Source: an optimization exercise on an open RTL-to-GDS flow (aim: small area, a short achievable clock period and few clock cycles). Production flows keep margins and buffers that such runs may drop. Only simulation tests tie the RTL to the original design; equivalence was not proved.

==> flow/design.v (excerpt) <==
module conv1_top #(
    parameter CONV_INPUT_SIZE = 23,
    parameter CONV_OUTPUT_SIZE = 22,
    parameter CONV_OUTPUT_FILTER = 20
)(
    input                     clk,
    input                     rst,
    input                     start,
    output reg         [4: 0] input_addra,
    input  wire signed [15:0] idata,
    output reg  signed [15:0] odata,
    output reg         [4: 0] output_filter,
    output reg         [4: 0] output_addra,
    output reg                done
);
==> flow/config.mk <==
export PLATFORM = sky130hd
export DESIGN_NAME = conv1_top
export DESIGN_NICKNAME = conv1_top
export VERILOG_FILES = /design/flow/design.v
export SDC_FILE = /design/flow/constraint.sdc
export NUM_CORES = 8
export LEC_CHECK = 0
export CAP_MARGIN = 20
export CELL_PAD_IN_SITES_DETAIL_PLACEMENT = 1
export CORE_MARGIN = 2
export CORE_UTILIZATION = 30
export CTS_BUF_LIST = sky130_fd_sc_hd__clkbuf_8 sky130_fd_sc_hd__clkbuf_16
export SLEW_MARGIN = 20
export SYNTH_HIERARCHICAL = 1
==> flow/constraint.sdc <==
create_clock -name core_clock -period 30.0 [get_ports {clk}]
set_input_delay 6.0000 -clock core_clock [delete_from_list [all_inputs] [get_ports {clk}]]
set_output_delay 6.0000 -clock core_clock [all_outputs]
set_load 0.01 [all_outputs]
standard.sh (not shown) runs the stock make flow with config.mk's settings and CLKGATE_MAP_FILE= SYNTH_SCRIPT=/design/flow/synth_recipe.tcl, a recipe that flattens the netlist after the stock synthesis.
==> flow/flow/run.sh <==
#!/bin/bash
# Standard ORFS layout (the standard.sh), with extra ORFS settings from
# flow/make_args.txt (one NAME=value per line): repair_timing is asked for
# extra setup margin so that it sizes the critical paths for a shorter period
# than the clock's, and the port buffers are plain buffers.
set -uo pipefail
HERE="$(cd "$(dirname "$0")" && pwd)"
ARGS=()
while IFS= read -r line; do
    [[ -n "$line" && "$line" != \#* ]] && ARGS+=("$line")
done < "$HERE/make_args.txt"
bash standard.sh synth > synth.log 2>&1 || exit 1
bash standard.sh "${ARGS[@]}" finish > layout.log 2>&1 || exit 1
==> flow/flow/make_args.txt <==
SETUP_SLACK_MARGIN=23.1
BUFFER_PORTS_ARGS=-buffer_cell sky130_fd_sc_hd__buf_2
The baseline went through all stages and came out clean.
Testbench counts at the start, summed over its fixed seeds: cycles 21,504.
Edit:
==> flow/run.sh (new file) <==
#!/bin/bash
# synth_recipe.tcl (not shown) runs the flow's synth.tcl, then flattens the netlist and writes it again
# the make line also repeats each setting of config.mk as NAME=value (left out here)
make -C /OpenROAD-flow-scripts/flow DESIGN_CONFIG=/design/flow/config.mk WORK_HOME=/design/flow/orfs CLKGATE_MAP_FILE= SYNTH_SCRIPT=/design/flow/synth_recipe.tcl finish
Settings changed: CTS_BUF_LIST sky130_fd_sc_hd__clkbuf_8 sky130_fd_sc_hd__clkbuf_16 to default, SETUP_SLACK_MARGIN from default to 5.
removed: flow/flow/run.sh
removed: flow/flow/make_args.txt
removed: flow/standard.sh
The new run produced a clean layout.
Final area stays flat.
Worst setup slack loses 0.84 ns.
Sequential share of layout area fell by 0.29 points.
Non-clock buffer count fell by 14.
Edit:
==> flow/flow/run.sh (new file) <==
#!/bin/bash
# Standard ORFS layout (the standard.sh), with extra ORFS settings from
# flow/make_args.txt (one NAME=value per line): repair_timing is asked for
# extra setup margin so that it sizes the critical paths for a shorter period
# than the clock's, and the port buffers are plain buffers.
set -uo pipefail
HERE="$(cd "$(dirname "$0")" && pwd)"
ARGS=()
while IFS= read -r line; do
    [[ -n "$line" && "$line" != \#* ]] && ARGS+=("$line")
done < "$HERE/make_args.txt"
bash standard.sh synth > synth.log 2>&1 || exit 1
bash standard.sh "${ARGS[@]}" finish > layout.log 2>&1 || exit 1
==> flow/flow/make_args.txt (new file) <==
SETUP_SLACK_MARGIN=23.2
BUFFER_PORTS_ARGS=-buffer_cell sky130_fd_sc_hd__buf_2
==> flow/standard.sh (new file) <==
#!/bin/bash
# synth_recipe.tcl (not shown) runs the flow's synth.tcl, then flattens the netlist and writes it again
# the make line also repeats each setting of config.mk as NAME=value (left out here)
make -C /OpenROAD-flow-scripts/flow DESIGN_CONFIG=/design/flow/config.mk WORK_HOME=/design/flow/orfs CLKGATE_MAP_FILE= SYNTH_SCRIPT=/design/flow/synth_recipe.tcl "${@:-finish}"
Settings changed: SETUP_SLACK_MARGIN 5 to default.
removed: flow/run.sh
Outcome:
- wire length rises by 3.1%
- area after synthesis is unchanged
- global-route usage rises by 0.40 points
- cell count increases by about 1.2%
- non-clock buffer count rose by 23
- synthesized cell count is unchanged
- worst setup slack gains 0.86 ns
- die area stays the same
- via count came out higher by about 1.7%
- utilization climbs by 0.45 points

* * *

Setup of the previous run:
conv1_top again, from the RTL that the note above started with.
==> flow/design.v (excerpt) <==
module conv1_top #(
    parameter CONV_INPUT_SIZE = 23,
    parameter CONV_OUTPUT_SIZE = 22,
    parameter CONV_OUTPUT_FILTER = 20
)(
    input                     clk,
    input                     rst,
    input                     start,
    output reg         [4: 0] input_addra,
    input  wire signed [15:0] idata,
    output reg  signed [15:0] odata,
    output reg         [4: 0] output_filter,
    output reg         [4: 0] output_addra,
    output reg                done
);
export LEC_CHECK = 0
export CAP_MARGIN = 20
export CELL_PAD_IN_SITES_DETAIL_PLACEMENT = 1
export CORE_MARGIN = 2
export CORE_UTILIZATION = 30
export GPL_ROUTABILITY_DRIVEN = 0
export SLEW_MARGIN = 20
export SYNTH_HIERARCHICAL = 1
create_clock -name core_clock -period 30.0 [get_ports {clk}]
==> flow/flow/run.sh <==
#!/bin/bash
# Standard ORFS layout (the standard.sh), with extra ORFS settings from
# flow/make_args.txt (one NAME=value per line): repair_timing is asked for
# extra setup margin so that it sizes the critical paths for a shorter period
# than the clock's, and the port buffers are plain buffers.
set -uo pipefail
HERE="$(cd "$(dirname "$0")" && pwd)"
ARGS=()
while IFS= read -r line; do
    [[ -n "$line" && "$line" != \#* ]] && ARGS+=("$line")
done < "$HERE/make_args.txt"
bash standard.sh synth > synth.log 2>&1 || exit 1
bash standard.sh "${ARGS[@]}" finish > layout.log 2>&1 || exit 1
==> flow/flow/make_args.txt <==
SETUP_SLACK_MARGIN=23.1
BUFFER_PORTS_ARGS=-buffer_cell sky130_fd_sc_hd__buf_2
The previous run was carried through to the last stage, and its layout satisfied the timing, design-rule and antenna checks.
Testbench counts of the previous run, summed over its fixed seeds: cycles 21,504.
--- input diff the previous run..the current run ---
Settings: GPL_ROUTABILITY_DRIVEN: 0 -> unset; CORE_UTILIZATION: 30 -> 25.
==> comparison <==
- The current run: PASS, flow complete, no timing, DRC or antenna violations
- On the current run: worst slack at placement is 0.17 ns lower than what the previous run gave.
- Core footprint went up by more than 10% going from the previous run to the current run.
- Delta (the current run minus the previous run): final area picked up an extra 1.8%; share of final layout cell area taken by clock buffers and inverters picked up an extra 0.17 points.

* * *

## v6
Starting RTL as in the previous note.
## conv1_top
module conv1_top #(
    parameter CONV_INPUT_SIZE = 23,
    parameter CONV_OUTPUT_SIZE = 22,
    parameter CONV_OUTPUT_FILTER = 20
)(
    input                     clk,
    input                     rst,
    input                     start,
    output reg         [4: 0] input_addra,
    input  wire signed [15:0] idata,
    output reg  signed [15:0] odata,
    output reg         [4: 0] output_filter,
    output reg         [4: 0] output_addra,
    output reg                done
);
clock: 30.0 ns
lec_check: 0
cap_margin: 20
cell_pad_in_sites_detail_placement: 1
core_margin: 2
core_utilization: 30
slew_margin: 20
synth_hierarchical: 1
Scripts as last shown in full above: flow/flow/run.sh, flow/flow/make_args.txt
v6 completed end to end with timing, DRC and antenna clean.
Testbench counts of v6, summed over its fixed seeds: cycles 21,504.
Here is what was changed in the inputs of v7 compared with v6.
Settings: swapping 30 for 40 in CORE_UTILIZATION.
[summary]
- Looking at area enclosed by the die boundary across both flows, v7 is the stronger of the two, with v6 trailing.
- v7 vs v6 — starting utilization of the core area rose 10 points.
- Critical path capture point = output_filter[4]: v7; critical path capture point = output_filter[3]: v6
- Looking only at data arrival at the endpoint of the critical path, and setting everything else aside, the higher value of v7 and v6 goes to v7.
- v7 ended with less fmax than v6.
- As far as sequential portion of the cell area is concerned, v7 and v6 perform about the same.
- Compared to v6, v7 has width of the die 28 µm lower.
- v7 and v6 ended up with roughly the same post-layout instance area.

==> afterwards: timing with drivers on the ports <==
In the flow no input, the clock included, has a driving cell. The finished layouts below were timed again as built, in two steps. Step 1 sets driving cells, clkbuf_16 on the clock port and buf_2 on the other inputs (assumed; they add their load-dependent delay and slew). Step 2 times the ports against the registers' clock, not the clock port: input delays grow and output delays shrink by t, the midpoint of the rising clock arrivals with the driver on. Slacks: ideal / step 1 / step 2; pairs: ideal / step 1.
| run | shift t [ns] | setup WS [ns] | worst setup path at the end | worst data-port slew with drivers (ns) | pins driven straight from the clock port |
|---|---|---|---|---|---|
| the first run of note 1 | 0.421 | 23.132 / 23.084 / 22.907 | input to register | 0.04 | 1 |
| the second run of note 1 | 0.423 | 22.287 / 22.287 / 22.287 | register to register | 0.04 | 1 |
| the third run of note 1 | 0.423 | 23.146 / 23.098 / 22.931 | input to register | 0.04 | 1 |
| the previous run | 0.426 | 23.132 / 23.082 / 22.955 | input to register | 0.05 | 1 |
| the current run | 0.430 | 23.131 / 23.085 / 22.916 | input to register | 0.04 | 1 |
| v6 | 0.421 | 23.132 / 23.084 / 22.907 | input to register | 0.04 | 1 |
| v7 | 0.433 | 23.107 / 23.054 / 22.872 | input to register | 0.03 | 1 |
After both steps setup and hold are still met in every run listed. For v7, which loses most, drivers alone change the setup slack by -0.053 ns; drivers and shift together by -0.235 ns.
